Background: an optimization exercise with open tools, aiming at small area. Do not read the settings as production practice. No functional check of the RTL was part of any run shown here. Power and IR drop assume default switching activity.

$ cat design/flow/config.mk
export PLATFORM = sky130hd
export DESIGN_NAME = gstmcu
export DESIGN_NICKNAME = gstmcu
export VERILOG_FILES = /design/flow/design.v
export SDC_FILE = /design/flow/constraint.sdc
export NUM_CORES = 4
export LEC_CHECK = 0
export CAP_MARGIN = 20
export CORE_MARGIN = 2
export CORE_UTILIZATION = 40
export HOLD_SLACK_MARGIN = 0.1
export SLEW_MARGIN = 20
$ cat design/flow/constraint.sdc
create_clock -name core_clock -period 20.0 [get_ports {clk32}]
set_input_delay 4.0000 -clock core_clock [delete_from_list [all_inputs] [get_ports {clk32}]]
set_output_delay 4.0000 -clock core_clock [all_outputs]
set_load 0.01 [all_outputs]
$ cat design/flow/design.v
module mlatch (
    input clock,
    input s,     
    input r,     
    input g,     
    input  [WIDTH-1:0] d,  
    output reg [WIDTH-1:0] q   
);
parameter WIDTH = 1;
reg [WIDTH-1:0] val_reg;
always @(*) begin
    if (r)
        q = 0;
    else if (s)
        q = 1;
    else if (g)
        q = d;
    else
        q = val_reg;
end
always @(posedge clock) begin
    val_reg <= q;
end
endmodule
module register (
    input clock,
    input s,     
    input r,     
    input c,     
    input [WIDTH-1:0] d,     
    output reg [WIDTH-1:0] q     
);
parameter WIDTH = 1;
reg [WIDTH-1:0] val_reg;
reg c_d;
always @(*) begin
    if (r)
        q = 0;
    else if (s)
        q = 1;
    else
        q = val_reg;
end
always @(negedge clock) begin
    c_d <= c;
    if  (~c_d & c & ~r & ~s)
        val_reg <= d;
    else
        val_reg <= q;
end
endmodule
/*verilator lint_off UNOPTFLAT*/
module clockgen (
	input clk32,
	input resb,
	input porb,
	output clk,
	output mhz8,
	output reg mhz8_en1,
	output reg mhz8_en2,
	output mhz4,
	output reg mhz4_en,
	output time0,
	output time1,
	output time2,
	output time3,
	output time4,
	output time5,
	output time6,
	output time7,
	output m2clock,
	output m2clock_en_p,
	output m2clock_en_n,
	output khz500,
	output khz500_en,
	output clk4,
	output latch,
	output time0_t,
	output time1_t,
	output time2_t,
	output time3_t,
	output time4_t,
	output latch_t
);
assign clk          = mhz16_s;
assign mhz8         = mhz8_s;
assign mhz4         = mhz4_s;
assign time0        = time0_s;
assign time1        = time1_s;
assign time2        = time2_s;
assign time3        = time3_s;
assign time4        = time4_s;
assign time5        = time5_s;
assign time6        = time6_s;
assign time7        = time7_s;
assign m2clock      = ~time6_s;
assign m2clock_en_p = ~time5_s &  time6_s;
assign m2clock_en_n =  time5_s & ~time6_s;
assign clk4         = l2_s;
assign latch        = ~latchb_s;
assign time0_t      = time0_u;
assign time1_t      = time1_u;
assign time2_t      = time2_u;
assign time3_t      = time3_u;
assign time4_t      = time4_u;
assign latch_t      = ~latchb_u;
reg mhz16_s;
reg mhz8_sD, mhz8_s;
reg l2_s, l3_s;
reg mhz4_s;
reg time0_s;
reg time1_s;
reg time2_s;
reg time3_s;
reg time4_s;
reg time5_s;  
reg time6_s;
reg time7_s;  
reg latchb_s;
wire rst_all_n = porb & resb;
wire rst_l_n   = ~(porb & ~resb);
always @(posedge clk32, negedge rst_all_n) begin
	if (!rst_all_n) begin
		{ mhz16_s, mhz8_sD, mhz8_s, mhz8_en1, mhz8_en2, mhz4_s } <= 0;
	end else begin
		{ mhz8_en1, mhz8_en2 } <= 0;
		mhz16_s <= ~mhz16_s;
		if ( mhz16_s) mhz8_sD <= ~mhz8_sD;
		if (~mhz16_s) mhz8_s <= mhz8_sD;
		if ( mhz16_s & ~mhz8_s) mhz8_en1 <= 1;
		if ( mhz16_s &  mhz8_s) mhz8_en2 <= 1;
		if (~mhz16_s & ~mhz8_s) mhz4_s <= ~l2_s;
	end
end
always @(posedge clk32) begin
	if (rst_all_n) mhz4_en <= mhz16_s & ~mhz8_s & l2_s;
end
always @(posedge clk32, negedge rst_l_n) begin
	if (!rst_l_n) begin
		l2_s <= 0;
		l3_s <= 1;
	end else if (porb) begin
		if ( mhz16_s & ~mhz8_s) l2_s <= ~l2_s;
		if (mhz16_s & ~l2_s & ~mhz8_s) l3_s <= ~l3_s;
	end
end
always @(posedge clk32, negedge porb) begin
	if (!porb) begin
		{ time0_s, time1_s, time2_s, time3_s, time4_s, time5_s, time6_s, time7_s } <= 0;
		latchb_s <= 1;
	end else if (resb) begin
		if (~mhz16_s) time0_s <= ~l3_s;
		if ( mhz16_s) time1_s <= time0_s;
		if (~mhz16_s) time2_s <= time1_s;
		if ( mhz16_s) time3_s <= time2_s;
		if (~mhz16_s) time4_s <= time3_s;
		if ( mhz16_s) time5_s <= time4_s;
		if (~mhz16_s) time6_s <= time5_s;
		if ( mhz16_s) time7_s <= time6_s;
		if (~mhz16_s) latchb_s <= ~(time5_s & ~time1_s);
	end
end
reg time0_u, time1_u, time2_u, time3_u, time4_u, latchb_u;
always @(posedge clk32, negedge porb) begin
	if (!porb) begin
		{ time0_u, time1_u, time2_u, time3_u, time4_u } <= 0;
		latchb_u <= 1;
	end else if (resb) begin
		if (~mhz16_s) time0_u <= ~l2_s;
		if ( mhz16_s) time1_u <= time0_u;
		if (~mhz16_s) time2_u <= time1_u;
		if ( mhz16_s) time3_u <= time2_u;
		if (~mhz16_s) time4_u <= time3_u;
		if (~mhz16_s) latchb_u <= ~(time2_u & ~time0_u);
	end
end
reg [1:0] khz500_cnt;
always @(posedge clk32, negedge porb) begin
	if (!porb)
		khz500_cnt <= 0;
	else if (m2clock_en_p) begin
		khz500_cnt <= khz500_cnt + 1'd1;
	end
end
assign khz500 = khz500_cnt[1];
assign khz500_en = khz500_cnt == 0 && m2clock_en_p;
endmodule
/*verilator lint_off UNOPTFLAT*/
module mcucontrol (
    input clk32,
    input porb,
    input resb,
    input turbo,
    input clk,
    input ias,
    input idev,
    input iram,
    input iuds,
    input ilds,
    input irwz,
    input ixdmab,
    input vmapb,
    input smapb,
    input ideb,
    input hde1,
    input addrselb,
    input time0,
    input time1,
    input lcycsel,
    input cycsel_en,
    input ivsync,
    input sreq,
    input sndon,
    input sfrep,
    input [21:1] snd,
    input [21:1] sft,
    output cmpcycb,
    output ramcycb,
    output refb,
    output frame,
    output reg vidb,
    output viden,
    output vos,
    output sndclk,
    output snden,  
    output sframe,
    output stoff,
    output rdat_n,
    output we_n,
    output wdat_n,
    output cmpcs_n,
    output dcyc_n,
    output sload_n,
    output sint
);
wire c1 = ~(lcycsel & time1);  
wire c1_en_p = lcycsel & time1 & clk;
wire c1_en_n = cycsel_en;
reg c1_rise, c1_fall;
always @(posedge clk32) begin
    c1_rise <= c1_en_p;
    c1_fall <= c1_en_n;
end
assign frame = ~pk005;
assign viden = ~vidb;  
assign refb = pk016 | pk024;
assign vos = ~(vidb & ~snden);
reg pk005,pk016;
always @(posedge clk32, negedge porb) begin
	if (!porb) { pk005, vidb, pk016 } <= { 1'b0, 1'b1, 1'b0 };
	else if (c1_en_p) begin
		pk005 <= ivsync;
		vidb  <= ideb;
		pk016 <= hde1;
	end
end
assign sndclk = ~(addrselb & snden);
assign snden = ~pk016 & pk024;
wire pk061 = (snd == sft) & ~c1;
wire sintsb = sframe;
assign stoff = pk061 & ~sfrep;
reg pk024, pk031;
always @(posedge clk32) begin
    if (!porb) pk031 <= 1'b0;  
    else if (c1_en_p) pk031 <= sndon;
end
mlatch sframe_l(clk32, 1'b0, !pk031, !clk ^ turbo, ~(pk061 & sfrep), sframe);
mlatch sint_l(clk32, !sintsb, 1'b0, c1_fall, 1'b0, sint);
always @(posedge clk32, negedge pk031) begin
    if (!pk031) pk024 <= 0;
    else if (c1_en_p) pk024 <= sreq;
end
mlatch sload_n_l(clk32, !porb, 1'b0, clk, ~(time1 & addrselb & snden), sload_n);  
wire cmap = (~irwz | iuds | ilds) & (~vmapb | ~smapb) & idev & ias;
wire ramsel = (~irwz | ilds | iuds) & ias & iram;
reg ramcyc,cmpcyc;
always @(posedge clk32, negedge cmap) begin
    if (!cmap) cmpcyc <= 0;
    else if(cycsel_en) cmpcyc <= cmap;
end
always @(posedge clk32, negedge ramsel) begin
    if (!ramsel) ramcyc <= 0;
    else if (cycsel_en) ramcyc <= ramsel;
end
wire dcyc;
mlatch dcyc_l(clk32, !porb, 1'b0, clk ^ turbo, !resb | (time1 & addrselb & viden), dcyc);  
assign dcyc_n = ~dcyc;
assign cmpcycb = ~cmpcyc;
assign ramcycb = ~ramcyc;
assign we_n = ~(ramcyc & cmpcycb & ~irwz & ~time0 & ~addrselb);
assign rdat_n = ~((cmpcyc & ramcycb & irwz) | (ramcyc & cmpcycb & irwz));
assign wdat_n = ~(~we_n | (cmpcyc & ramcycb & ~irwz & ~time1 & ~addrselb));
assign cmpcs_n =~((cmpcyc & ramcycb & ~irwz & ~time1 & ~addrselb) | (cmpcyc & ramcycb & irwz & lcycsel & ~time1) | ~resb);
endmodule
module gstmcu (
    input clk32,
    input resb,
    input porb,
    input  FC0,
    input  FC1,
    input  FC2,
    input  AS_N,
    input  RW,
    input  UDS_N,
    input  LDS_N,
    input  VMA_N,
    input  MFPINT_N,
    input  [23:1] A,     
    output reg [23:1] ADDR,  
    input  [15:0] DIN,
    output [15:0] DOUT,
    output OE_L,
    output OE_H,
    output CLK_O,  
    output MHZ8,
    output MHZ8_EN1,
    output MHZ8_EN2,
    output MHZ4,
    output MHZ4_EN,
    output KHZ500,
    output KHZ500_EN,
    input  RDY_N_I,
    output RDY_N_O,
    input  BG_N,
    input  BR_N_I,
    output BR_N_O,
    input  BGACK_N_I,
    output BGACK_N_O,
    output BERR_N,
    output IPL0_N,
    output IPL1_N,
    output IPL2_N,
    input  DTACK_N_I,
    output DTACK_N_O,
    output IACK_N,
    output ROM0_N,
    output ROM1_N,
    output ROM2_N,
    output ROM3_N,
    output ROM4_N,
    output ROM5_N,
    output ROM6_N,
    output ROMP_N,
    output RAM_N,
    output RAS0_N,
    output RAS1_N,
    output CAS0L_N,
    output CAS0H_N,
    output CAS1L_N,
    output CAS1H_N,
    output RAM_LDS,  
    output RAM_UDS,  
    output REF,  
    output VPA_N,
    output MFPCS_N,
    output SNDIR,
    output SNDCS,
    output N6850,
    output FCS_N,
    output RTCCS_N,
    output RTCRD_N,
    output RTCWR_N,
    output LATCH,
    output HSYNC_N,
    output VSYNC_N,
    output reg DE,
    output reg BLANK_N,
    output reg BLANK_H_N,  
    output reg BLANK_V_N,  
    output RDAT_N,
    output WE_N,
    output WDAT_N,
    output CMPCS_N,
    output DCYC_N,
    input  SREQ,
    output SLOAD_N,
    output SINT,
    output BUTTON_N,
    output reg JOYWE_N,
    output JOYRL_N,
    output JOYWL,
    output JOYRH_N,
    input  st,              
    input  extra_ram,       
    input  tos192k,         
    input  turbo,           
    input  viking_at_c0,    
    input  viking_at_e8,    
    output [1:0] bus_cycle  
);
always @(*) begin
    casez ({ addrselb, ixdmab, snden, refb })
        4'b00??: ADDR = dma_reg;  
        4'b01??: ADDR = A;  
        4'b1??0: ADDR = 0;  
        4'b1?11: ADDR = { 2'b0, snd };  
        4'b1?01: ADDR = vid_reg;  
    endcase
end
assign REF = addrselb & ~refb;
wire         ias  = ixdma ? aso : ~AS_N;
wire         irwz = ixdma ? drw : RW;
wire         irwb = ~irwz;
wire         iuds = ixdma ? dso : ~UDS_N;
wire         ilds = ixdma ? dso : ~LDS_N;
wire         ivma = ~VMA_N;
wire         ifc0  = ixdma ? 1'b1 : FC0;
wire         ifc1  = ixdma ? 1'b0 : FC1;
wire         ifc2  = ixdma ? 1'b1 : FC2;
wire         iiack = ias & ifc0 & ifc1 & ifc2;
wire         ifc2z = ifc2;
wire         fcx = ifc0 ^ ifc1;
wire [15:0]  id = DIN;
reg          udenb;
wire         doutb;
assign       OE_H = ~udenb;
assign       OE_L = ~doutb;
wire vclrb = ~(iiack & A[3:1] == 3'b100);
wire hclrb = ~(iiack & A[3:1] == 3'b010);
wire device = ixdmab & ifc2z & fcx;
wire idev = device & A[23:16] == 8'hFF;
assign IACK_N = ~(iiack & A[3:1] == 3'b110);
assign VPA_N = ~((idev & ias & A[15:9] == { 4'hF, 3'b110 }) | ~vclrb | ~hclrb);  
assign MFPCS_N = ~(idev & ias & A[15:6] == { 8'hFA, 2'b00 });   
wire   isndcsb = ~(idev & ias & A[15:8] == 8'h88);              
assign SNDIR   = ~isndcsb & ~irwz;
assign SNDCS   = ~isndcsb & ~A[1];
assign N6850   = idev & ivma & A[15:3] == { 12'hFC0, 1'b0 };   
wire   pifcsb  = ~(idev & ias & ilds & iuds & A[15:2] == { 12'h860, 2'b01 });  
wire   ifcsb   = pifcsb & resb;
assign FCS_N   = ifcsb;
assign RTCCS_N = ~(idev & ias & A[15:5] == { 8'hFC, 3'b001 });  
assign RTCRD_N = ~(irwz & ivma & ilds);
assign RTCWR_N = ~(irwb & ivma & ilds);
wire overlap = |A[15:3];
wire rvec = irwz & ~overlap & ifc2z & fcx & ixdmab;
wire rom = irwz & fcx & ixdmab;
wire irom0 = rom & ias & ~tos192k & A[23:18] == { 4'hE, 2'b10 };  
wire irom1 = rom & ias & ~tos192k & A[23:18] == { 4'hE, 2'b01 };  
wire irom2 = (ias & rvec & A[23:16] == 8'h00) |                  
             (rom & ias & ((~tos192k & A[23:18] == { 4'hE, 2'b00 }) | (tos192k & A[23:18] == { 4'hF, 2'b11 } & A[19:16] != 4'hF)));  
wire irom3 = (rom & ias & ~gamecart & A[23:16] == 8'hFB) | (rom & ias & gamecart & A[23:18] == { 4'hD, 2'b11 });
wire irom4 = (rom & ias & ~gamecart & A[23:16] == 8'hFA) | (rom & ias & gamecart & A[23:18] == { 4'hD, 2'b10 });
wire irom5 = rom & ias & A[23:18] == { 4'hD, 2'b01 };
wire irom6 = rom & ias & A[23:18] == { 4'hD, 2'b00 };
wire romp  = rom & ias & A[23:13] == { 8'hFE, 3'b000 };
wire romxb = ~(irom0 | irom1 | irom2 | irom3 | irom4 | irom6 | irom6 | romp);
assign ROM0_N = ~irom0;
assign ROM1_N = ~irom1;
assign ROM2_N = ~irom2;
assign ROM3_N = ~irom3;
assign ROM4_N = ~irom4;
assign ROM5_N = ~irom5;
assign ROM6_N = ~irom6;
assign ROMP_N = ~romp;
wire viking_c0 = viking_at_c0 && A[23:18] == 6'b110000;  
wire viking_e8 = viking_at_e8 && A[23:19] == 5'b11101;   
wire iram_extra = fcx & extra_ram & ((A[23] ^ A[22]) | (A[23] & A[22] & ~A[21]));
wire system = ifc2z | A[15:11] != 0;
wire irama = |A[21:16];
wire iramb = fcx & ~A[23] & ~A[22];
wire iramaa = irama & iramb;  
wire iramc = overlap & fcx & system;
wire iramab = A[23:16] == 0 & iramc;
wire iram = iramaa | iramab | ~ixdmab | viking_c0 | viking_e8 | iram_extra | ~resb;
assign RAM_N = ~iram;
wire dmadir  = idev & ias & iuds & A[15:1] == { 12'h860, 3'b011 };
wire dmadirb = ~dmadir;
wire mdesel  = idev & ias & A[15:1] == { 12'h826, 3'b000 };  
wire syncsel = idev & ias & A[15:1] == { 12'h820, 3'b101 };  
wire scrlsel = idev & ias & ilds & A[15:1] == { 12'h826, 3'b010 } & ~st;  
wire cartsel = idev & ias & A[15:1] == { 12'h900, 3'b000 } & ~st;
wire butsel  = idev & ias & A[15:1] == { 12'h920, 3'b000 } & ~st;
wire joysel  = idev & ias & A[15:1] == { 12'h920, 3'b001 } & ~st;
wire padsel  = idev & ias & A[15:3] == { 12'h921, 1'b0 } & ~st;
wire pensel  = idev & ias & A[15:2] == { 12'h922, 2'b00 } & ~st;
wire regs    = idev & ias & A[15:12] == 4'h8 & ~A[8] & ~A[11];
wire dma     =  A[9] &  A[10];   
wire video   =  A[9] & ~A[10];   
wire conf    = ~A[9] & ~A[10];   
wire vmapb   = ~(idev & A[15:6] == { 8'h82, 2'b01 });  
wire regrd   = irwz & A[7:4] == 4'h0 & ilds;
wire regwr   = irwb & A[7:4] == 4'h0 & ilds;
wire rconfigb = ~(regs & conf & regrd & A[3:1] == 3'd0);   
wire wconfigb = ~(regs & conf & regwr & A[3:1] == 3'd0);
wire rvidbhb  = ~(regs & video & regrd & A[3:1] == 3'd0);  
wire wvidbhb  = ~(regs & video & regwr & A[3:1] == 3'd0);
wire rvidbmb  = ~(regs & video & regrd & A[3:1] == 3'd1);  
wire wvidbmb  = ~(regs & video & regwr & A[3:1] == 3'd1);
wire rlochb   = ~(regs & video & regrd & A[3:1] == 3'd2);  
wire wlochb   = ~(regs & video & regwr & A[3:1] == 3'd2) | st;
wire rlocmb   = ~(regs & video & regrd & A[3:1] == 3'd3);  
wire wlocmb   = ~(regs & video & regwr & A[3:1] == 3'd3) | st;
wire rloclb   = ~(regs & video & regrd & A[3:1] == 3'd4);  
wire wloclb   = ~(regs & video & regwr & A[3:1] == 3'd4) | st;
wire rvidblb  = ~(regs & video & regrd & A[3:1] == 3'd6) | st;  
wire wvidblb  = ~(regs & video & regwr & A[3:1] == 3'd6) | st;
wire rhoffb   = ~(regs & video & regrd & A[3:1] == 3'd7) | st;  
wire whoffb   = ~(regs & video & regwr & A[3:1] == 3'd7) | st;
wire rdmahb   = ~(regs & dma & regrd & A[3:1] == 3'd4);    
wire wdmah    = ~(regs & dma & regwr & A[3:1] == 3'd4);
wire rdmamb   = ~(regs & dma & regrd & A[3:1] == 3'd5);    
wire wdmam    = ~(regs & dma & regwr & A[3:1] == 3'd5);
wire rdmalb   = ~(regs & dma & regrd & A[3:1] == 3'd6);    
wire wdmal    = ~(regs & dma & regwr & A[3:1] == 3'd6);
wire regxackb = ~((regs & (A[9] | ~A[10]) & (~dma | A[3]) & A[7:4] == 4'h0) | ~srgackb);
wire srgackb = ~(idev & ias & A[15:5] == { 8'h89, 3'b000 }) | st;  
wire sndrgb  = ~(~srgackb & ilds & irwz);
wire smapb   = ~(idev & A[15:5] == { 8'h89, 3'b001 }) | st;        
wire rscntlb = ~(idev & ias & ilds & irwz & A[15:1] == { 12'h890, 3'd0 }) | st;
wire wscntlb = ~(idev & ias & ilds & irwb & A[15:1] == { 12'h890, 3'd0 }) | st;
wire rsfbhb  = ~(idev & ias & ilds & irwz & A[15:1] == { 12'h890, 3'd1 }) | st;
wire wsfbhb  = ~(idev & ias & ilds & irwb & A[15:1] == { 12'h890, 3'd1 }) | st;
wire rsfbmb  = ~(idev & ias & ilds & irwz & A[15:1] == { 12'h890, 3'd2 }) | st;
wire wsfbmb  = ~(idev & ias & ilds & irwb & A[15:1] == { 12'h890, 3'd2 }) | st;
wire rsfblb  = ~(idev & ias & ilds & irwz & A[15:1] == { 12'h890, 3'd3 }) | st;
wire wsfblb  = ~(idev & ias & ilds & irwb & A[15:1] == { 12'h890, 3'd3 }) | st;
wire rsfchb  = ~(idev & ias & ilds & irwz & A[15:1] == { 12'h890, 3'd4 }) | st;
wire rsfcmb  = ~(idev & ias & ilds & irwz & A[15:1] == { 12'h890, 3'd5 }) | st;
wire rsfclb  = ~(idev & ias & ilds & irwz & A[15:1] == { 12'h890, 3'd6 }) | st;
wire rsfthb  = ~(idev & ias & ilds & irwz & A[15:1] == { 12'h890, 3'd7 }) | st;
wire wsfthb  = ~(idev & ias & ilds & irwb & A[15:1] == { 12'h890, 3'd7 }) | st;
wire rsftmb  = ~(idev & ias & ilds & irwz & A[15:1] == { 12'h891, 3'd0 }) | st;
wire wsftmb  = ~(idev & ias & ilds & irwb & A[15:1] == { 12'h891, 3'd0 }) | st;
wire rsftlb  = ~(idev & ias & ilds & irwz & A[15:1] == { 12'h891, 3'd1 }) | st;
wire wsftlb  = ~(idev & ias & ilds & irwb & A[15:1] == { 12'h891, 3'd1 }) | st;
wire padrb = 1;  
wire penrb = 1;  
assign doutb = ~(~sndrgb | ~padrb | ~penrb | (regs & (A[9] | ~A[10]) & (~dma | A[3]) & A[7:4] == 4'h0 & ilds & irwz));
assign DOUT[15:8] = { 6'b111111, idout_h };
assign DOUT[ 7:0] = vid_o & snd_o & dma_o;
assign HSYNC_N = resb & iihsync;
assign VSYNC_N = resb & iivsync;
assign IPL0_N = 1'b1;
assign IPL1_N = MFPINT_N & (hintb | ~vintb);
assign IPL2_N = MFPINT_N & vintb;
wire hintb;
register hintb_r(clk32, ~(resb & porb & hclrb), 1'b0, iihsync, 1'b0, hintb);
wire vintb;
register vintb_r(clk32, ~(resb & porb & vclrb), 1'b0, iivsync, 1'b0, vintb);
reg [6:0] berr_cnt;
assign BERR_N = ~berr_cnt[6];
always @(posedge clk32, negedge porb) begin
    if (!porb) berr_cnt <= 0;
    else if (~ias) berr_cnt <= 0;
    else if (MHZ8_EN1) berr_cnt <= berr_cnt + 1'd1;
end
wire gamecart;
register gamecart_r(clk32, 1'b0, ~(resb & porb), irwb & cartsel & iuds, id[8], gamecart);
wire noscroll;
mlatch noscroll_l(clk32, ~(resb & porb), 1'b0, scrlsel, ~|id[3:0], noscroll);
wire mde1;
register mde1_r(clk32, 1'b0, ~(resb & porb), ~(irwb & mdesel & iuds) ^ st, id[9], mde1);
wire mde0;
register mde0_r(clk32, 1'b0, ~(resb & porb), ~(irwb & mdesel & iuds) ^ st, id[8], mde0);
wire pal;
register pal_r(clk32, 1'b0, ~(resb & porb), ~(irwb & syncsel & iuds), id[9], pal);
wire ntsc = ~pal;
reg drw;
wire porb_resb = porb & resb;
reg dmadirb_d;
always @(posedge clk32) dmadirb_d <= dmadirb;  
always @(posedge clk32, negedge porb_resb) begin : drw_block
	if (!porb_resb) drw <= 1;
	else if (~dmadirb_d & dmadirb) drw <= id[8];
end
wire penr = iuds & ilds & irwz & pensel;
wire padr = ilds & irwz & padsel;
wire butr = ilds & irwz & butsel;
assign BUTTON_N = ~butr;
assign JOYRL_N = ~(joysel & ilds & irwz);
assign JOYWL = joysel & irwb & ilds;
assign JOYRH_N = ~(joysel & iuds & irwz);
always @(posedge clk32) begin
    if (!resb || !JOYRL_N) JOYWE_N <= 1;
    else if (JOYWL) JOYWE_N <= 0;
end
reg [9:8] idout_h;
always @(*) begin
	idout_h = 2'b11;
	if (cartsel & irwz & iuds) idout_h = { 1'b0, gamecart };
	if (syncsel & irwz & iuds) idout_h = { pal, 1'b0 };
	udenb = ~(irwz & iuds & (cartsel | syncsel));
end
reg wloclb_rs, wlocmb_rs, wlochb_rs;
always @(posedge clk32) begin
    if (~porb | ~frame) { wloclb_rs, wlocmb_rs, wlochb_rs } <= 3'b000;
    if (~wloclb) wloclb_rs <= 1'b1;
    if (~wlocmb) wlocmb_rs <= 1'b1;
    if (~wlochb) wlochb_rs <= 1'b1;
end
wire [23:1] vld;
assign vld[23:22] = extra_ram ? ((~wlochb | wlochb_rs)? id[7:6] : lvd[23:22]) : 2'b00;
assign vld[21:16] = (~wlochb | wlochb_rs) ? id[5:0] : lvd[21:16];
assign vld[15: 8] = (~wlocmb | wlocmb_rs) ? id[7:0] : lvd[15: 8];
assign vld[ 7: 1] = (~wloclb | wloclb_rs) ? id[7:1] : lvd[ 7: 1];
wire [7:0] hoff;
mlatch #(.WIDTH(8)) hoff_l(clk32, 1'b0, ~(resb & porb), ~whoffb, id[7:0], hoff);
wire [23:1] lvd;
mlatch #(.WIDTH(7)) lvd_ll(clk32, 1'b0, ~(resb & porb & wvidbmb & wvidbhb), ~wvidblb, id[7:1], lvd[ 7: 1]);
mlatch #(.WIDTH(8)) lvd_ml(clk32, 1'b0, ~(resb & porb), ~wvidbmb, id[7:0], lvd[15: 8]);
mlatch #(.WIDTH(8)) lvd_hl(clk32, 1'b0, ~(resb & porb), ~wvidbhb, id[7:0], lvd[23:16]);
wire [3:0] conf_reg;
mlatch #(.WIDTH(4)) conf_l(clk32, 1'b0, ~porb, ~wconfigb, id[3:0], conf_reg[3:0]);
wire rs2b = ~conf_reg[2];
wire rs3b = ~conf_reg[3];
reg [7:0] vid_o;
always @(*) begin
	vid_o = 8'hff;
	if (~rhoffb)   vid_o = hoff;
	if (~rvidblb)  vid_o = { lvd[7:1], 1'b0 };
	if (~rvidbmb)  vid_o = lvd[15:8];
	if (~rvidbhb)  vid_o = { extra_ram ? lvd[23:22] : 2'b00, lvd[21:16] };
	if (~rconfigb) vid_o = { 4'b0000, conf_reg };
	if (~rloclb)   vid_o = { vid[7:1], 1'b0 };
	if (~rlocmb)   vid_o = vid[15:8];
	if (~rlochb)   vid_o = vid[23:16];
end
wire [21:1] sfb, sft_l;
reg  [21:1] sft;
wire  [3:1] snd_ctrl;
wire sndon;
wire sfrep = snd_ctrl[1];
mlatch #(.WIDTH(7)) sfb_ll(clk32, 1'b0, (~resb & porb), ~wsfblb, id[7:1], sfb[ 7: 1]);
mlatch #(.WIDTH(8)) sfb_ml(clk32, 1'b0, (~resb & porb), ~wsfbmb, id[7:0], sfb[15: 8]);
mlatch #(.WIDTH(6)) sfb_hl(clk32, 1'b0, (~resb & porb), ~wsfbhb, id[5:0], sfb[21:16]);
mlatch #(.WIDTH(3)) sctl_l(clk32, 1'b0, (~resb & porb), ~wscntlb, id[3:1], snd_ctrl);
mlatch #(.WIDTH(1)) sndon_l(clk32, 1'b0, (~resb & porb) | stoff, ~wscntlb, id[0], sndon);
mlatch #(.WIDTH(7)) sft_lll(clk32, 1'b0, (~resb & porb), ~wsftlb, id[7:1], sft_l[ 7: 1]);
mlatch #(.WIDTH(8)) sft_mll(clk32, 1'b0, (~resb & porb), ~wsftmb, id[7:0], sft_l[15: 8]);
mlatch #(.WIDTH(6)) sft_hll(clk32, 1'b0, (~resb & porb), ~wsfthb, id[5:0], sft_l[21:16]);
always @(posedge clk32) if (~porb) sft <= 0; else if (~sframe) sft <= sft_l;
reg [7:0] snd_o;
always @(*) begin
	snd_o = 8'hff;
	if (~rsfblb)  snd_o = { sfb[7:1], 1'b0 };
	if (~rsfbmb)  snd_o = sfb[15:8];
	if (~rsfbhb)  snd_o = { 2'b00, sfb[21:16] };
	if (~rscntlb) snd_o = { 4'b0000, snd_ctrl, sndon };
	if (~rsftlb)  snd_o = { sft[7:1], 1'b0 };
	if (~rsftmb)  snd_o = sft[15:8];
	if (~rsfthb)  snd_o = { 2'b00, sft[21:16] };
	if (~rsfclb)  snd_o = { snd[7:1], 1'b0 };
	if (~rsfcmb)  snd_o = snd[15:8];
	if (~rsfchb)  snd_o = { 2'b00, snd[21:16] };
end
reg sndack;   
always @(posedge clk32, posedge isndcsb) begin
	reg sndack1;
	if (isndcsb) { sndack, sndack1 } <= 0;
	else if (MHZ8_EN1) begin
		sndack1 <= ~isndcsb;
		sndack  <= sndack1;
	end
end
assign RDY_N_O = ~aso;
wire   ready = RDY_N_O & RDY_N_I;
wire fcsackb;
register fcsackb_r(clk32, ~(porb & ias), 1'b0, ready, ifcsb, fcsackb);
reg dtack_d;
always @(posedge clk32, negedge porb) begin
	if (!porb) dtack_d <= 0;
	else if (MHZ8_EN2) dtack_d <= dtack & ~DTACK_N_I;
end
reg p8001_s, p8008_s, p8010_s;
wire porb_ixdma = porb & ixdma;
always @(posedge clk32, negedge porb_ixdma) begin
	if (!porb_ixdma) {p8001_s, p8008_s, p8010_s} <= 3'b001;
	else if (MHZ8_EN1) begin
		p8001_s <= p8008_s;
		p8008_s <= p8001_s ^ ~(p8008_s & p8001_s & ~dtack_d);
	end else if (MHZ8_EN2) begin
		p8010_s <= ~(p8001_s & p8008_s);
	end
end
wire   aso   = p8008_s | ~p8010_s;
wire   dso   = (p8008_s & p8001_s) | (p8008_s & drw) | ~p8010_s;
wire   dtack   = sndack | ~ramcycb | ~cmpcycb | ~romxb | ~regxackb | cartsel | syncsel | butr | joysel | padr | penr | ~fcsackb;
assign DTACK_N_O = ~dtack;
wire   ixdmab    = ~ixdma;
wire   br_n      = BR_N_I & BR_N_O;
wire   bgack_n   = BGACK_N_I & BGACK_N_O;
assign BGACK_N_O = ixdmab;
assign BR_N_O    = ~br_o;
reg    ixdma;    
reg    p9033;
reg    br_o;     
wire   p9033_i   = (ready & ~ias) | (p9033 & ias);
wire   ixdma_i   = ixdma | (~ias & ~BG_N);
wire   br_o_i    = (br_n | br_o) & (BG_N | br_o) & p9033 & bgack_n;
always @(posedge clk32, negedge porb_resb) begin
	if (!porb_resb) begin
		p9033 <= 0;
		br_o <= 0;
		ixdma <= 0;
	end else if (MHZ8_EN1) begin
		p9033 <= p9033_i;
		br_o <= br_o_i;
		if (!p9033_i) ixdma <= 0;
	end else if (MHZ8_EN2) begin
		ixdma <= ixdma_i;
	end
end
wire sela = rs2b & rs3b;
wire [3:0] ramaaa = sela ? { ~ADDR[21] & ~ADDR[20], ~ADDR[19], ~ADDR[18], ~ADDR[17] } : { 1'b1, ~ADDR[21], ~ADDR[20], ~ADDR[19] };
wire ram1 = (extra_ram & (~ADDR[23] | ~ADDR[22] | (ADDR[23] & ADDR[22] & ~ADDR[21]))) | viking_c0 | viking_e8 | (rs3b ? &ramaaa : ADDR[21]);
wire ram2 = rs3b ? ramaaa[3] & ramaaa[2] & ramaaa[1] & ~ramaaa[0] : ~ADDR[21];
wire ram1a, ram2a;
wire udsl, ldsl;
mlatch ram1a_l(clk32, 1'b0, !porb, turbo ? MHZ8 : clk4, ram1, ram1a);
mlatch ram2a_l(clk32, 1'b0, !porb, turbo ? MHZ8 : clk4, ram2, ram2a);
mlatch ldsl_l (clk32, 1'b0, !porb, turbo ? MHZ8 : clk4, ilds, ldsl);
mlatch udsl_l (clk32, 1'b0, !porb, turbo ? MHZ8 : clk4, iuds, udsl);
wire rascyc = turbo ? ~time3_t : time0_s;
assign RAS0_N = ~( (rascyc & addrselb & (~refb | (ram1a & vos))) | (~rascyc & ~addrselb & ram1a & ~ramcycb) );
assign RAS1_N = ~( (rascyc & addrselb & (~refb | (ram2a & vos))) | (~rascyc & ~addrselb & ram2a & ~ramcycb) );
assign CAS0L_N = ~( (time2 & ~lcycsel & ram1a & vos) | (~time2 & lcycsel & ram1a & ~ramcycb & ldsl) );
assign CAS0H_N = ~( (time2 & ~lcycsel & ram1a & vos) | (~time2 & lcycsel & ram1a & ~ramcycb & udsl) );
assign CAS1L_N = ~( (time2 & ~lcycsel & ram2a & vos) | (~time2 & lcycsel & ram2a & ~ramcycb & ldsl) );
assign CAS1H_N = ~( (time2 & ~lcycsel & ram2a & vos) | (~time2 & lcycsel & ram2a & ~ramcycb & udsl) );
assign RAM_LDS = (time0 & addrselb & (ram1a | ram2a) & vos) | (~time0 & ~addrselb & (ram1a | ram2a) & ~ramcycb & ldsl);
assign RAM_UDS = (time0 & addrselb & (ram1a | ram2a) & vos) | (~time0 & ~addrselb & (ram1a | ram2a) & ~ramcycb & udsl);
wire clk,clk4,m2clock,m2clock_en_p,m2clock_en_n;
wire time0_s,time1_s,time2_s,time3_s,time4_s,time5_s,time6_s,time7_s;
wire latch_s;
wire time0_t,time1_t,time2_t,time3_t,time4_t,latch_t;
assign bus_cycle = { ~time4_s, ~time0_s };
assign CLK_O = clk;
clockgen clockgen_s (
    .clk32(clk32),
    .clk(clk),
    .resb(resb),
    .porb(porb),
    .mhz8(MHZ8),
    .mhz8_en1(MHZ8_EN1),
    .mhz8_en2(MHZ8_EN2),
    .mhz4(MHZ4),
    .mhz4_en(MHZ4_EN),
    .clk4(clk4),
    .time0(time0_s),
    .time1(time1_s),
    .time2(time2_s),
    .time3(time3_s),
    .time4(time4_s),
    .time5(time5_s),
    .time6(time6_s),
    .time7(time7_s),
    .m2clock(m2clock),
    .m2clock_en_p(m2clock_en_p),
    .m2clock_en_n(m2clock_en_n),
    .khz500(KHZ500),
    .khz500_en(KHZ500_EN),
    .latch(latch_s),
    .time0_t(time0_t),
    .time1_t(time1_t),
    .time2_t(time2_t),
    .time3_t(time3_t),
    .time4_t(time4_t),
    .latch_t(latch_t)
);
assign LATCH = turbo ? latch_t : latch_s;
wire time0 = turbo ? time0_t : time0_s;
wire time1 = turbo ? time1_t : time1_s;
wire time2 = turbo ? time2_t : time2_s;
wire time4 = turbo ? time4_t : time4_s;
wire addrselb = turbo ? ~time4_t : ~time5_s;
wire lcycsel = turbo ? time4_t : time7_s;
wire cycsel_en = turbo ? (time3_t & ~time4_t) : (time6_s & ~time7_s);
wire stoff, sframe;
wire refb,frame,vidb,viden,sndclk_loc,sload_n_loc,snden,vos;
wire cmpcycb, ramcycb;
wire dcyc_n_loc;
mcucontrol mcucontrol (
    .clk32(clk32),
    .porb(porb),
    .resb(resb),
    .turbo(turbo),
    .clk(clk),
    .ias(ias),
    .idev(idev),
    .iram(iram),
    .iuds(iuds),
    .ilds(ilds),
    .irwz(irwz),
    .ixdmab(ixdmab),
    .vmapb(vmapb),
    .smapb(smapb),
    .ivsync(ivsync),
    .ideb(ideb),
    .hde1(hde1),
    .addrselb(addrselb),
    .sreq(SREQ),
    .sndon(sndon),
    .lcycsel(lcycsel),
    .cycsel_en(cycsel_en),
    .time0(time0),
    .time1(time1),
    .frame(frame),
    .refb(refb),
    .vidb(vidb),
    .viden(viden),
    .vos(vos),
    .snd(snd),
    .sft(sft),
    .stoff(stoff),
    .sfrep(sfrep),
    .sframe(sframe),
    .sndclk(sndclk_loc),
    .snden(snden),
    .cmpcycb(cmpcycb),
    .ramcycb(ramcycb),
    .rdat_n(RDAT_N),
    .we_n(WE_N),
    .wdat_n(WDAT_N),
    .cmpcs_n(CMPCS_N),
    .dcyc_n(dcyc_n_loc),
    .sload_n(sload_n_loc),
    .sint(SINT)
);
wire vidclkb = turbo ? ~(time0_s | vidb) : ~(time5_s | vidb);  
assign DCYC_N = dcyc_n_loc | (time5_s & turbo);
wire sndclk = sndclk_loc | (time1_s & turbo);
wire sndclk_en = (turbo ? (~time0_s & ~time7_s) : (addrselb & time4)) & snden;
assign SLOAD_N = sload_n_loc | (time1_s & turbo);
wire interlace = 0;  
wire ihsync = ~(iihsync & resb);
wire ivsync = ~(iivsync & resb);
wire vertclk;
reg  [6:0] hsc;
wire [6:0] hsc_load_val_ste = { mde1 | interlace, 2'b00, mde1, 1'b0, ntsc & ~mde1, ~(ntsc & ~mde1) };
wire [6:0] hsc_load_val_st = mde1 ? 7'h48 : ntsc ? 7'h1 : 7'h0;
reg        hsc_load;  
wire       hsc_reload = hsc == 7'd127;
reg        iihsync;
wire [6:0] ihsync_set = mde1 ? 7'd121 : 7'd101;
wire [6:0] ihsync_res = mde1 ? 7'd127 : 7'd111;
always @(posedge clk32, negedge resb) begin
	if (!resb) begin
		hsc <= 0;
		hsc_load <= 0;
		iihsync <= 1;
	end else if (m2clock_en_p) begin
		hsc <= hsc + 1'd1;
		if (hsc_reload | hsc_load) begin
			hsc_load <= ~hsc_load;
			if (st & ~hsc_load) hsc <= hsc_load_val_st;
			if (~st) hsc <= hsc_load_val_ste;
		end
		if (hsc == ihsync_set) iihsync <= 0;
		if (hsc == ihsync_res) iihsync <= 1;
	end
end
wire ideb = ~DE;
wire cpal = ~mde1 & ~ntsc;
wire cntsc = ~mde1 & ntsc;
reg  [7:0] hdec;
reg        hblank;
wire       hblank_set = (cntsc & hdec == 8'd8 ) |  (cpal & hdec == 8'd9);
wire       hblank_reset = mde1 | hdec == 8'd114;
reg        hde, hde1;
wire       hde_set_ste = (cntsc & hdec == 8'd11) | (cpal & hdec == 8'd12) | (mde1 & hdec == 8'd2);
wire       hde_set_st  = (cntsc & hdec == 8'd15) | (cpal & hdec == 8'd16) | (mde1 & hdec == 8'd3);
wire       hde_reset   = (cntsc & hdec == 8'd95) | (cpal & hdec == 8'd96) | (mde1 & hdec == 8'd43);
reg        hde_set_r1, hde_set_r2, hde_set_r3, hde_set_r4;
always @(posedge clk32, negedge porb) begin
	if (!porb) begin
		hdec <= 0;
		hblank <= 0;
		{ hde_set_r1, hde_set_r2, hde_set_r3, hde_set_r4 } <= 0;
		hde <= 0;
	end else begin
		if ((m2clock_en_p && hsc == ihsync_set) || ihsync) begin
			hdec <= 0;
			hblank <= 0;
			{ hde_set_r1, hde_set_r2, hde_set_r3, hde_set_r4 } <= 0;
			hde <= 0;
		end else
		if (m2clock_en_n) begin
			hdec <= hdec + 1'd1;
			if (hblank_set) hblank <= 1;
			if (hblank_reset) hblank <= 0;
			hde_set_r1 <= hde_set_ste;
			hde_set_r2 <= hde_set_r1;
			hde_set_r3 <= hde_set_r2;
			hde_set_r4 <= hde_set_r3;
			if (hde_reset) hde <= 0;
			else if (~st &&  noscroll && ((~mde1 & hde_set_r4 ) || (mde1 && hde_set_r1))) hde <= 1;
			else if (~st && !noscroll && ((~mde0 & hde_set_ste) || (mde0 && hde_set_r2))) hde <= 1;
			else if ( st && hde_set_st) hde <= 1;
		end
	end
end
always @(posedge clk32, negedge porb) begin
	if (!porb) begin
		BLANK_N <= 1;
		hde1 <= 0;
		DE <= 1;
	end else if (m2clock_en_p) begin
		BLANK_N <= hblank & vblank;
		hde1 <= hde;
		DE <= hde & vde;
	end
end
wire iivsync_a;
wire       vertclk_en = (st ? hsc_reload : hsc_load) & m2clock_en_p;
reg  [8:0] vsc;
wire [8:0] vsc_load_val_ste = { 1'b0, ~mde1, ~mde1, ~mde1 & ntsc, ~mde1 & ntsc, 1'b1, mde1, ~mde1 & ntsc, 1'b0 };
wire [8:0] vsc_load_val_st  = mde1 ? 9'd11 : cpal ? 9'd199 : 9'd249;
reg        vsc_load;
reg        iivsync;
wire [8:0] ivsync_set = mde1 ? 9'd510 : 9'd508;
always @(posedge clk32, negedge resb) begin
	if (!resb) begin
		vsc <= 0;
		vsc_load <= 1;
		iivsync <= 1;
	end else if (vertclk_en) begin
		vsc <= vsc + 1'd1;
		if (~st && (vsc == 9'd511 || vsc_load)) begin
			vsc_load <= ~vsc_load;
			vsc <= vsc_load_val_ste;
			iivsync <= 1;
		end
		if (st && vsc == 9'd511) begin
			vsc <= vsc_load_val_st;
			iivsync <= 1;
		end
		if (vsc == ivsync_set) iivsync <= 0;
	end
end
reg vde, vblank;
reg  [8:0] vdec;
wire       vblank_set =   (cpal & vdec == 9'd24) | (cntsc & vdec == 9'd15);         
wire       vblank_reset = mde1 | (cpal & vdec == 9'd307) | (cntsc & vdec == 9'd257);  
wire       vde_set =      (mde1 & vdec == 9'd35 ) | (cpal & vdec == 9'd62 ) | (cntsc & vdec == 9'd33 );  
wire       vde_reset =    (mde1 & vdec == 9'd435) | (cpal & vdec == 9'd262) | (cntsc & vdec == 9'd233);  
always @(posedge clk32, negedge porb) begin
	if (!porb) begin
		vdec <= 0;
		vde <= 0;
		vblank <= 0;
	end else begin
		if ((vertclk_en & vsc == ivsync_set) | ivsync) begin
			vdec <= 0;
			vde <= 0;
			vblank <= 0;
		end else
		if (m2clock_en_p && hsc == ihsync_res) begin
			vdec <= vdec + 1'd1;
			if (vde_set)   vde <= 1;
			if (vde_reset) vde <= 0;
			if (vblank_set) vblank <= 1;
			if (vblank_reset) vblank <= 0;
		end
	end
end
reg        mde1_l, cpal_l, cntsc_l;
reg        vblank_l, hblank_l;
always @(posedge clk32) begin
	if (ivsync) begin
		mde1_l <= mde1;
		cpal_l <= cpal;
		cntsc_l <= cntsc;
	end
	if (!porb) begin
		vblank_l <= 0;
		hblank_l <= 0;
		BLANK_V_N <= 0;
		BLANK_H_N <= 0;
	end else begin
	if (m2clock_en_p && hsc == ihsync_res) begin
		if ((mde1_l & vdec == 9'd35 ) | (cntsc_l & vdec == 9'd15 ) | (cpal_l & vdec == 9'd24 )) vblank_l <= 1;
		if ((mde1_l & vdec == 9'd435) | (cntsc_l & vdec == 9'd257) | (cpal_l & vdec == 9'd307)) vblank_l <= 0;
	end
	if (m2clock_en_n) begin
		if ((mde1_l & hdec == 8'd3 ) | (cntsc_l & hdec == 8'd8) | (cpal_l & hdec == 8'd9)) hblank_l <= 1;
		if ((mde1_l & hdec == 8'd43) | hdec == 8'd114) hblank_l <= 0;
	end
	if (m2clock_en_p) begin
		BLANK_V_N <= vblank_l;
		BLANK_H_N <= hblank_l;
	end
	end
end
reg  [23:1] vid, vid_reg;
reg vid_r_d, vidclk_d, vidb_d;
reg pf071, pf071_reg;
wire vid_r = pf071 & vidb;
wire vid_xll = wloclb & frame;
wire vid_xlm = wlocmb & frame;
wire vid_xlh = wlochb & frame;
wire vid_rr = ~(!porb | !frame | !wlochb | !wlocmb | !wloclb);
always @(*) begin
	vid = vid_reg + ((~vid_r_d & vid_r) ? {15'd0, hoff} : {22'd0, ~vidclk_d & ~vidclkb});
	if (!vid_xll) vid[ 7: 1] = vld[ 7: 1];
	if (!vid_xlm) vid[15: 8] = vld[15: 8];
	if (!vid_xlh) vid[23:16] = vld[23:16];
	if (!extra_ram) vid[23:22] = 2'b00;
	pf071 = pf071_reg;
	if (!vid_rr) pf071 = 0;
	else if (~vidb_d & vidb) pf071 = 1;
end
always @(posedge clk32) begin
	vid_r_d <= vid_r;
	vidclk_d <= ~vidclkb;
	vid_reg <= porb ? vid : 23'd0;  
	vidb_d <= vidb;
	pf071_reg <= pf071;
end
reg [21:1] snd;
always @(posedge clk32) begin
    if (!(porb & resb)) snd <= 0;
    else if (!sframe) snd <= sfb;  
    else if (sndclk_en) snd <= snd + 1'd1;
end
wire        dmaclk = ~(dso & ixdma);
reg  [23:1] dmaa, dma_reg;
reg         dmaclk_d;
always @(*) begin
	dmaa = dma_reg;
	if (~dmaclk_d & dmaclk) dmaa = dmaa + 1'd1;
	if (!wdmal) dmaa[ 7: 1] = id[7:1];
	if (!wdmam) dmaa[15: 8] = id[7:0];
	if (!wdmah) dmaa[23:16] = id[7:0];
	if (!extra_ram) dmaa[23:22] = 2'b00;
	if (~(resb & porb)) dmaa = 0;
end
always @(posedge clk32) begin
	dmaclk_d <= dmaclk;
	dma_reg <= dmaa;
end
reg [7:0] dma_o;
always @(*) begin
	dma_o = 8'hff;
	if (~rdmalb) dma_o = { dmaa[7:1], 1'b0 };
	if (~rdmamb) dma_o = dmaa[15:8];
	if (~rdmahb) dma_o = dmaa[23:16];
end
endmodule
$ cat design/flow/flow/run.sh
#!/bin/bash
# Layout flow: the standard flow with smaller port buffers and no CTS dummy loads.
set -o pipefail
cp standard.sh flow/standard.sh.copy 2>/dev/null
export BUFFER_PORTS_ARGS="-buffer_cell sky130_fd_sc_hd__buf_1"
export CTS_ARGS="-sink_clustering_enable -repair_clock_nets -dont_use_dummy_load"
bash standard.sh > standard.log 2>&1
$ cat design/flow/flow/standard.sh.copy
#!/bin/bash
# The standard flow's own layout of this design, on the ORFS make targets given (by default finish). After
# finish it leaves the final layout's DEF at /design/flow/out/final.def.
set -euo pipefail
make -C /OpenROAD-flow-scripts/flow DESIGN_CONFIG=/design/flow/config.mk WORK_HOME=/design/flow/orfs CLKGATE_MAP_FILE= SYNTH_SCRIPT=/design/flow/synth_recipe.tcl CAP_MARGIN=20 CORE_MARGIN=2 CORE_UTILIZATION=40 HOLD_SLACK_MARGIN=0.1 SLEW_MARGIN=20 "${@:-finish}"
if [[ -f /design/flow/orfs/results/sky130hd/gstmcu/base/6_final.odb ]]; then
  : # left out here: write the final layout as DEF
fi
$ cat design/flow/standard.sh
#!/bin/bash
# synth_recipe.tcl (not shown) runs the flow's synth.tcl, then flattens the netlist and writes it again
# the make line also repeats each setting of config.mk as NAME=value (left out here)
make -C /OpenROAD-flow-scripts/flow DESIGN_CONFIG=/design/flow/config.mk WORK_HOME=/design/flow/orfs CLKGATE_MAP_FILE= SYNTH_SCRIPT=/design/flow/synth_recipe.tcl "${@:-finish}"
==> out/qor.csv, run 1 <==
stage,metric,value,unit
routing,vias_per_cell,6.18,
synth,syn-cell-area,18400,sq um
hold_path,hp-class,register to register,
setup_path,cp-start-kind,input port,
sta,finalSetupViolations,0,
floorplanning,die_h,218,um
synth,ys_ff_latch,307,
clocking,cts_tree,yes,
synth,synthFlopType,dfxtp_1,
routing,drt_iter0_markers,2310,
setup_path,cp_max_fo,8,
setup_path,crit_type,input port to register,
synth,synth-xor-area-share,5.38,%
synth,synth_compound_area_share,18.0,%
placement,place_ws,2870,ps
setup_path,cp.arrival,7080,ps
final_layout,area_delta_synth_final,11.6,%
final_layout,final_core_util,45.2,%
placement,dpl.hpwl,57.7,mm
floorplanning,start_util,40.5,%
floorplanning,die_w,218,um
setup_path,max_stage_delay,800,ps
floorplanning,ioPinCount,169,
synth,synth-adder-area-share,1.88,%
clocking,cts.sinks,307,
global_route,antenna_found_initial,7,
status,outcome,"complete, no violations",
power_and_ir_drop,p_leak,7.75,nW
synth,yosys_warnings,11,
global_route,use_met3,7.63,%
clocking,cts_root_buf,clkbuf_16,
floorplanning,rows,78,
sta,worst_slew_pin_slew,1180,ps
sta,fin_setup_tns,0,ps
synth,synthArstFlopShare,31.3,%
global_route,met1_usage,43.5,%
power_and_ir_drop,ir_drop,0.0000547,V
synth,ys_types,91,
floorplanning,coreArea,45400,sq um
synth,yosys.area_share.simple,26.0,%
global_route,met2_usage,48.2,%
global_route,grt_most_used_layer,met2,
routing,drt_wl_total,77.2,mm
sta,clock_skew,83.0,ps
sta,worst_slack,3380,ps
synth,syn_area_per_cell,7.98,sq um
floorplanning,dieArea,47700,sq um
setup_path,cp_slowest_cell,or4b_1,
sta,rsz0062_at_grt,false,
synth,yosysSeqAreaShare,36.3,%
setup_path,r2r_setup_slack,6680,ps
setup_path,end_kind,register,
routing,vias,18700,
sta,hold_viol_final,0,
placement,io_buffers,155,
clocking,clk_path_buf_depth,3,
synth,synth_cells,2302,
global_route,overflow,0,
clocking,htree_levels,2,
setup_path,critPathRequiredTime,10460,ps
routing,firstDrtPassIters,6,
final_layout,nFillCells,4587,
synth,synth-edff-count,4,
power_and_ir_drop,p_per_area,86.9,nW/um^2
global_route,grt_max_degree,65,
synth,yosys-mux-area-fraction,7.63,%
final_layout,drive_above_1_share,6.83,%
global_route,grt_pass1_wl,114,mm
routing,drc,0,
power_and_ir_drop,p_total,1.78,mW
setup_path,path_cells,buf_1 -> or4b_1 -> or4_1 -> nor3_2 -> nand4_1 -> xnor2_1 -> nor2b_1 -> mux2i_1 -> nor2_1,
final_layout,nets,2509,
global_route,grt_usage,31.9,%
placement,gp_congestion,0.984,
routing,antenna_left,0,
routing,post_drt_wl_per_cell,25.5,um
global_route,grt_pass1_vias,17600,
clocking,clk_latency,620,ps
clocking,cts_resized,0,
clocking,numCtsBuffers,37,
synth,synth_top_family_by_area,simple AND/OR/NAND/NOR gates,
clocking,clkSlewWorstSetupHoldPaths,30,ps
job,cap_viol_max_count,0,
sta,relSlewSlack,19.9,%
sta,drv_slew,0,
[worst paths after layout]
| kind | startpoint | endpoint | cells after the start |
|---|---|---|---|
| worst max register to register | ixdma | gamecart_r.val_reg | 8 |
| worst min-delay path | hintb_r.c_d | hintb_r.val_reg | 2 |
| max in group asynchronous | A[16] | asynchronous set/reset pin | 6 |
| worst min register to register | hintb_r.c_d | hintb_r.val_reg | 2 |
| min in group asynchronous | mcucontrol.pk031 | mcucontrol.pk024 | 1 |
| worst max-delay path | A[12] | mde1_r.val_reg | 9 |
[cell type report]
type                       instances  area [sq um]  area share [%]
multi-input combinational       1789         10900            53.1
sequential                       307          6680            32.6
timing repair buffer             205           962            4.69
clock buffer                      37           926            4.51
tap                              600           751            3.66
inverter                          66           248            1.21
clock inverter                    13          48.8           0.238
antenna                            5          12.5          0.0610
[where the power goes]
group / switching [mW] / internal (mW)
combinational: 0.321 / 0.143
sequential: 0.0629 / 0.672
clock: 0.256 / 0.328
total: 0.639 / 1.14
[routing by layer]
metal / vias to the layer above / routed length [um]
li1: 8470 / -
met1: 9012 / 32800
met2: 1008 / 33400
met3: 170 / 7980
met4: 6 / 3010
met5: - / 37
[metrics by stage]
step | cell area, sq um | instances | hold WS, ps
4_1_cts | 20500 | 3016 | 437
3_5_place_dp | 19500 | 2966 | 13.5
6_report | 20500 | 3022 | 431
3_3_place_gp | 19500 | 2966 | 5.89
2_1_floorplan | 18400 | 2308 | -0.305
5_1_grt | 20500 | 3019 | 464
[critical path: cells and delay by family]
| kind | cells | cell delay, ps |
|---|---|---|
| buf+inv | 1 | 270 |
| mux | 1 | 210 |
| simple gates | 6 | 2380 |
| xor+xnor | 1 | 210 |
[Yosys cell counts, drive strengths merged (9+ instances only)]
master / n / area (sq um)
a2111oi: 13 / 133
a211oi: 46 / 345
a21oi: 123 / 616
a221oi: 18 / 158
a31oi: 32 / 206
and2: 26 / 163
and3: 32 / 200
buf: 37 / 209
clkbuf: 108 / 405
dfrtp: 85 / 2130
dfstp: 11 / 289
dfxtp: 207 / 4140
ha: 26 / 325
inv: 66 / 248
mux2: 25 / 282
mux2i: 112 / 1120
nand2: 272 / 1020
nand2b: 14 / 87.6
nand3: 117 / 596
nand4: 46 / 288
nor2: 297 / 1130
nor2b: 24 / 150
nor3: 58 / 320
nor4: 28 / 175
o211ai: 15 / 113
o21ai: 133 / 669
o221ai: 12 / 105
o22ai: 23 / 144
or3: 19 / 124
or4: 9 / 71.3
xnor2: 50 / 438
xor2: 63 / 552
[timing repair]
action	4_1_cts	5_1_grt
endpoints found under the hold margin	1	0
buffers inserted	0	0
hold buffers	1	0
[cells in the final DEF (no fill, tap or decap), drive strengths merged, types with 24 or more instances in the layout]
master / count
and3: 32
xor2: 63
xnor2: 50
nand3: 117
nor3: 58
nor2b: 24
clkbuf: 39
and2: 26
dfrtp: 85
nand4: 46
nand2: 272
dfxtp: 207
nor4: 28
nor2: 297
o21ai: 133
mux2: 25
buf: 202
ha: 26
mux2i: 112
a31oi: 32
a211oi: 46
inv: 78
a21oi: 123
[cell families (layout without fill, tap and decap cells)]
| logic type | after synthesis | after routing |
|---|---|---|
| xor+xnor | 113 | 113 |
| buf+inv | 212 | 321 |
| flops | 307 | 307 |
| simple gates | 996 | 996 |
| compound gates | 509 | 509 |
| mux | 137 | 137 |
| fa+ha+maj | 27 | 27 |
| other cells | 1 | 12 |
==> run 2, diff against run 1 <==
--- a/design/flow/design.v
+++ b/design/flow/design.v
@@ -55,4 +55,5 @@
 	input resb,
 	input porb,
+	input turbo,
 	output clk,
 	output mhz8,
@@ -75,11 +76,5 @@
 	output khz500_en,
 	output clk4,
-	output latch,
-	output time0_t,
-	output time1_t,
-	output time2_t,
-	output time3_t,
-	output time4_t,
-	output latch_t
+	output latch
 );
 assign clk          = mhz16_s;
@@ -99,10 +94,4 @@
 assign clk4         = l2_s;
 assign latch        = ~latchb_s;
-assign time0_t      = time0_u;
-assign time1_t      = time1_u;
-assign time2_t      = time2_u;
-assign time3_t      = time3_u;
-assign time4_t      = time4_u;
-assign latch_t      = ~latchb_u;
 reg mhz16_s;
 reg mhz8_sD, mhz8_s;
@@ -150,5 +139,5 @@
 		latchb_s <= 1;
 	end else if (resb) begin
-		if (~mhz16_s) time0_s <= ~l3_s;
+		if (~mhz16_s) time0_s <= turbo ? ~l2_s : ~l3_s;
 		if ( mhz16_s) time1_s <= time0_s;
 		if (~mhz16_s) time2_s <= time1_s;
@@ -158,19 +147,5 @@
 		if (~mhz16_s) time6_s <= time5_s;
 		if ( mhz16_s) time7_s <= time6_s;
-		if (~mhz16_s) latchb_s <= ~(time5_s & ~time1_s);
-	end
-end
-reg time0_u, time1_u, time2_u, time3_u, time4_u, latchb_u;
-always @(posedge clk32, negedge porb) begin
-	if (!porb) begin
-		{ time0_u, time1_u, time2_u, time3_u, time4_u } <= 0;
-		latchb_u <= 1;
-	end else if (resb) begin
-		if (~mhz16_s) time0_u <= ~l2_s;
-		if ( mhz16_s) time1_u <= time0_u;
-		if (~mhz16_s) time2_u <= time1_u;
-		if ( mhz16_s) time3_u <= time2_u;
-		if (~mhz16_s) time4_u <= time3_u;
-		if (~mhz16_s) latchb_u <= ~(time2_u & ~time0_u);
+		if (~mhz16_s) latchb_s <= turbo ? ~(time2_s & ~time0_s) : ~(time5_s & ~time1_s);
 	end
 end
@@ -724,5 +699,4 @@
 wire time0_s,time1_s,time2_s,time3_s,time4_s,time5_s,time6_s,time7_s;
 wire latch_s;
-wire time0_t,time1_t,time2_t,time3_t,time4_t,latch_t;
 assign bus_cycle = { ~time4_s, ~time0_s };
 assign CLK_O = clk;
@@ -732,4 +706,5 @@
     .resb(resb),
     .porb(porb),
+    .turbo(1'b0),
     .mhz8(MHZ8),
     .mhz8_en1(MHZ8_EN1),
@@ -751,11 +726,33 @@
     .khz500(KHZ500),
     .khz500_en(KHZ500_EN),
-    .latch(latch_s),
-    .time0_t(time0_t),
-    .time1_t(time1_t),
-    .time2_t(time2_t),
-    .time3_t(time3_t),
-    .time4_t(time4_t),
-    .latch_t(latch_t)
+    .latch(latch_s)
+);
+wire clk4_t,time0_t,time1_t,time2_t,time3_t,time4_t,time5_t,time6_t,time7_t,latch_t;
+clockgen clockgen_t (
+    .clk32(clk32),
+    .clk(),
+    .resb(resb),
+    .porb(porb),
+    .turbo(1'b1),
+    .mhz8(),
+    .mhz8_en1(),
+    .mhz8_en2(),
+    .mhz4(),
+    .mhz4_en(),
+    .clk4(),
+    .time0(time0_t),
+    .time1(time1_t),
+    .time2(time2_t),
+    .time3(time3_t),
+    .time4(time4_t),
+    .time5(time5_t),
+    .time6(time6_t),
+    .time7(time7_t),
+    .m2clock(),
+    .m2clock_en_p(),
+    .m2clock_en_n(),
+    .khz500(),
+    .khz500_en(),
+    .latch(latch_t)
 );
 assign LATCH = turbo ? latch_t : latch_s;
@@ -992,5 +989,7 @@
 wire vid_rr = ~(!porb | !frame | !wlochb | !wlocmb | !wloclb);
 always @(*) begin
-	vid = vid_reg + ((~vid_r_d & vid_r) ? {15'd0, hoff} : {22'd0, ~vidclk_d & ~vidclkb});
+	vid = vid_reg;
+	if (~vid_r_d & vid_r) vid = vid + {15'd0, hoff };
+	else if (~vidclk_d & ~vidclkb) vid = vid_reg + 1'd1;
 	if (!vid_xll) vid[ 7: 1] = vld[ 7: 1];
 	if (!vid_xlm) vid[15: 8] = vld[15: 8];
==> design/flow/run.sh (new file) <==
#!/bin/bash
# synth_recipe.tcl (not shown) runs the flow's synth.tcl, then flattens the netlist and writes it again
# the make line also repeats each setting of config.mk as NAME=value (left out here)
make -C /OpenROAD-flow-scripts/flow DESIGN_CONFIG=/design/flow/config.mk WORK_HOME=/design/flow/orfs CLKGATE_MAP_FILE= SYNTH_SCRIPT=/design/flow/synth_recipe.tcl finish
removed: design/flow/flow/run.sh
removed: design/flow/flow/standard.sh.copy
removed: design/flow/standard.sh
==> run 2 against run 1 <==
  * First-iteration DRC count about the same
  * Count of clock-buffer cells in the layout up 12
  * Critical path depth is the same
  * Clock power grew 29%
  * Final area increased by 8.4%
  * Power is 14% higher
  * Largest cell class unchanged
  * Highest routed layer is now met4
==> out/qor.csv, run 2 <==
stage,metric,value,unit,change
hold_path,hp-class,register to register,,
setup_path,cp-startpoint,A[22],,
final_layout,area_delta_synth_final,18.0,%,
synth,ys_types,99,,+8.8%
sta,worst_slack,3060,ps,-321 ps
placement,io_buffers,155,,unchanged
final_layout,seq_area,6780,sq um,+1.5%
global_route,grt_pass1_wl,114,mm,about the same
sta,clock_skew,61.3,ps,-21.7 ps
global_route,overflow,0,,unchanged
routing,drt_wl_total,75.9,mm,-1.7%
synth,synth-edff-count,4,,unchanged
sta,rsz0062_at_grt,false,,
clocking,clk_latency,610,ps,about the same
routing,vias_per_cell,6.14,,-0.53%
clocking,numCtsBuffers,37,,unchanged
global_route,grt_max_degree,65,,unchanged
synth,yosysMostFrequentCell,nor2_1,,
synth,yosys.area.top_type_share,22.0,%,-0.55 points
sta,finalSetupViolations,0,,unchanged
final_layout,nFillCells,4561,,-0.57%
floorplanning,ioPinCount,169,,unchanged
synth,synth_cells,2321,,+0.83%
setup_path,regToRegStartpoint,ixdma,,
clocking,cts.sinks,311,,+1.3%
synth,yosysSeqAreaShare,36.0,%,-0.36 points
synth,synthTopCellsByArea,"dfxtp_1, dfrtp_1, mux2i_1",,
placement,placed_cells,2978,,+0.40%
floorplanning,coreArea,46600,sq um,+2.6%
floorplanning,start_util,40.5,%,about the same
clocking,cts_root_buf,clkbuf_16,,
setup_path,cp-start-kind,input port,,
setup_path,reg2reg_depth,8,,unchanged
final_layout,multiInputGateArea,11300,sq um,+3.8%
routing,post_drt_wl_per_cell,24.8,um,-2.9%
sta,drv_slew,0,,unchanged
routing,drc,0,,unchanged
synth,syn_area_per_cell,8.12,sq um,+1.7%
clocking,htree_levels,2,,unchanged
setup_path,end_kind,register,,
synth,ys_ff_latch,311,,+1.3%
floorplanning,rows,79,,+1.3%
floorplanning,dieArea,48900,sq um,+2.5%
floorplanning,die_w,221,um,+1.2%
clocking,cts_resized,0,,unchanged
setup_path,cp.arrival,7400,ps,+320 ps
setup_path,timing.rr.end,gamecart_r.val_reg,,
status,outcome,"complete, no violations",,
routing,firstDrtPassIters,5,,-1
placement,dpl.hpwl,55.9,mm,-3.2%
final_layout,mostFrequentLayoutCells,"nor2_1, nand2_1, dfxtp_1, clkdlybuf4s50_1, mux2i_1",,
setup_path,crit_type,input port to register,,
final_layout,nets,2513,,+0.16%
sta,relSlewSlack,26.5,%,+6.5 points
final_layout,drive_above_1_share,7.54,%,+0.72 points
synth,syn-cell-area,18800,sq um,+2.5%
clocking,clk_path_buf_depth,3,,unchanged
routing,antenna_left,0,,unchanged
final_layout,final_common_cell,nor2_1,,
job,cap_viol_max_count,0,,unchanged
synth,synthFlopType,dfxtp_1,,
power_and_ir_drop,p_per_area,91.1,nW/um^2,+4.9%
routing,vias,18800,,+0.69%
synth,yosys_warnings,11,,unchanged
final_layout,final_cells,3059,,+1.2%
floorplanning,die_h,221,um,+1.2%
global_route,antenna_found_initial,0,,-7
power_and_ir_drop,p_leak,8.65,nW,+12%
final_layout,diodes,0,,-5
global_route,grt_pass1_vias,17700,,+0.48%
synth,synth_top_area_cell,dfxtp_1,,
placement,place_ws,2560,ps,-301 ps
synth,ys_top_cells_by_count,"nor2_1, nand2_1, dfxtp_1",,
routing,drt_iter0_markers,2308,,-0.087%
placement,gp_congestion,0.985,,+0.16%
clocking,cts_tree,yes,,
power_and_ir_drop,ir_drop,0.0000640,V,+17%
global_route,grt_usage,30.4,%,-1.5 points
synth,synthArstFlopShare,32.2,%,+0.88 points
setup_path,critPathRequiredTime,10460,ps,about the same
sta,worst_slew_pin_slew,1100,ps,-87.8 ps
sta,fin_setup_tns,0,ps,unchanged
sta,hold_viol_final,0,,unchanged
setup_path,endpoint,fcsackb_r.val_reg,,
setup_path,r2r_setup_slack,6820,ps,+140 ps
clocking,clkSlewWorstSetupHoldPaths,60,ps,+30 ps
setup_path,cp_max_fo,12,,+4
## run 2: changes by cell type in the layout (fill, tap and decap cells not counted), moves of 9 or more
cell	previous run	this run
mux2i_1	111	130
clkdlybuf4s50_1	0	153
a31oi_1	31	21
buf_4	48	37
nor2_1	293	310
inv_1	78	61
buf_1	153	0
nor3_1	52	42
a211oi_1	46	70
o21ai_0	129	97
and3_1	32	41
nand3_1	115	96
## run 2: how the worst min path moves through the flow
stage	cells past startpoint	endpoint	startpoint	slack, ps
3_3_place_gp	0	mcucontrol.pk024	mcucontrol.pk031	7
4_1_cts	0	vidb_d	mcucontrol.vidb	450
3_5_place_dp	0	mcucontrol.pk024	mcucontrol.pk031	10
6_report	0	vidb_d	mcucontrol.vidb	450
2_1_floorplan	0	mcucontrol.pk024	mcucontrol.pk031	-3
5_1_grt	0	vidb_d	mcucontrol.vidb	460
## run 2: where the power goes
group	leakage [nW]	internal, mW	switching (mW)
Combinational	4.93	0.203	0.313
Sequential	3.01	0.681	0.0749
Clock	0.714	0.461	0.292
Total	8.65	1.35	0.680
## run 2: area by class of cell
class	count	share of cell area, %
timing repair buffer	193	8.27
clock buffer	49	4.69
tap	607	3.42
inverter	51	0.861
multi-input combinational	1817	50.8
clock inverter	31	1.43
sequential	311	30.5
## run 2: routing by layer
| layer | track usage [%] | up-vias | wire length (um) | share of wire, % |
|---|---|---|---|---|
| li1 | - | 8565 | - | - |
| met1 | 43.4 | 9159 | 33900 | 45 |
| met2 | 46.1 | 919 | 33100 | 44 |
| met3 | 4.94 | 152 | 6100 | 8.0 |
| met4 | 11.1 | 0 | 2760 | 3.6 |
| met5 | 0 | - | 0 | 0 |
## run 2: cells by family (layout without fill, tap and decap cells)
family / count (synthesis) / in the layout / share of synthesized area, %
compound gates: 499 / 499 / 17.6
xor+xnor: 120 / 120 / 5.58
fa+ha+maj: 27 / 27 / 1.82
buf+inv: 199 / 324 / 4.29
flops: 311 / 311 / 36.0
mux: 163 / 163 / 8.91
other cells: 1 / 7 / 0.0199
simple gates: 1001 / 1001 / 25.8
## run 2: critical path, cell delays in order
cell	delay (ps)
clkdlybuf4s50_1	600
ha_1	210
nand2_1	140
nor4_2	720
nand2_1	480
nor4_1	630
a21boi_0	320
mux2i_1	210
nand3_1	80
## run 2: metrics by stage
step	utilization, %	hold WS (ps)	total power [mW]	cell area [sq um]
floorplan	-	-3.21	1.05	18900
global placement	44.8	7.24	1.27	20800
detailed placement	44.8	12.5	1.28	20800
CTS	47.7	449	2.03	22200
global route	47.8	460	2.11	22200
finish	47.8	448	2.03	22200
## run 2: repair_timing
action / in CTS / in global routing
buffers inserted: 0 / 0
endpoints found under the hold margin: 1 / 0
hold buffers: 1 / 0
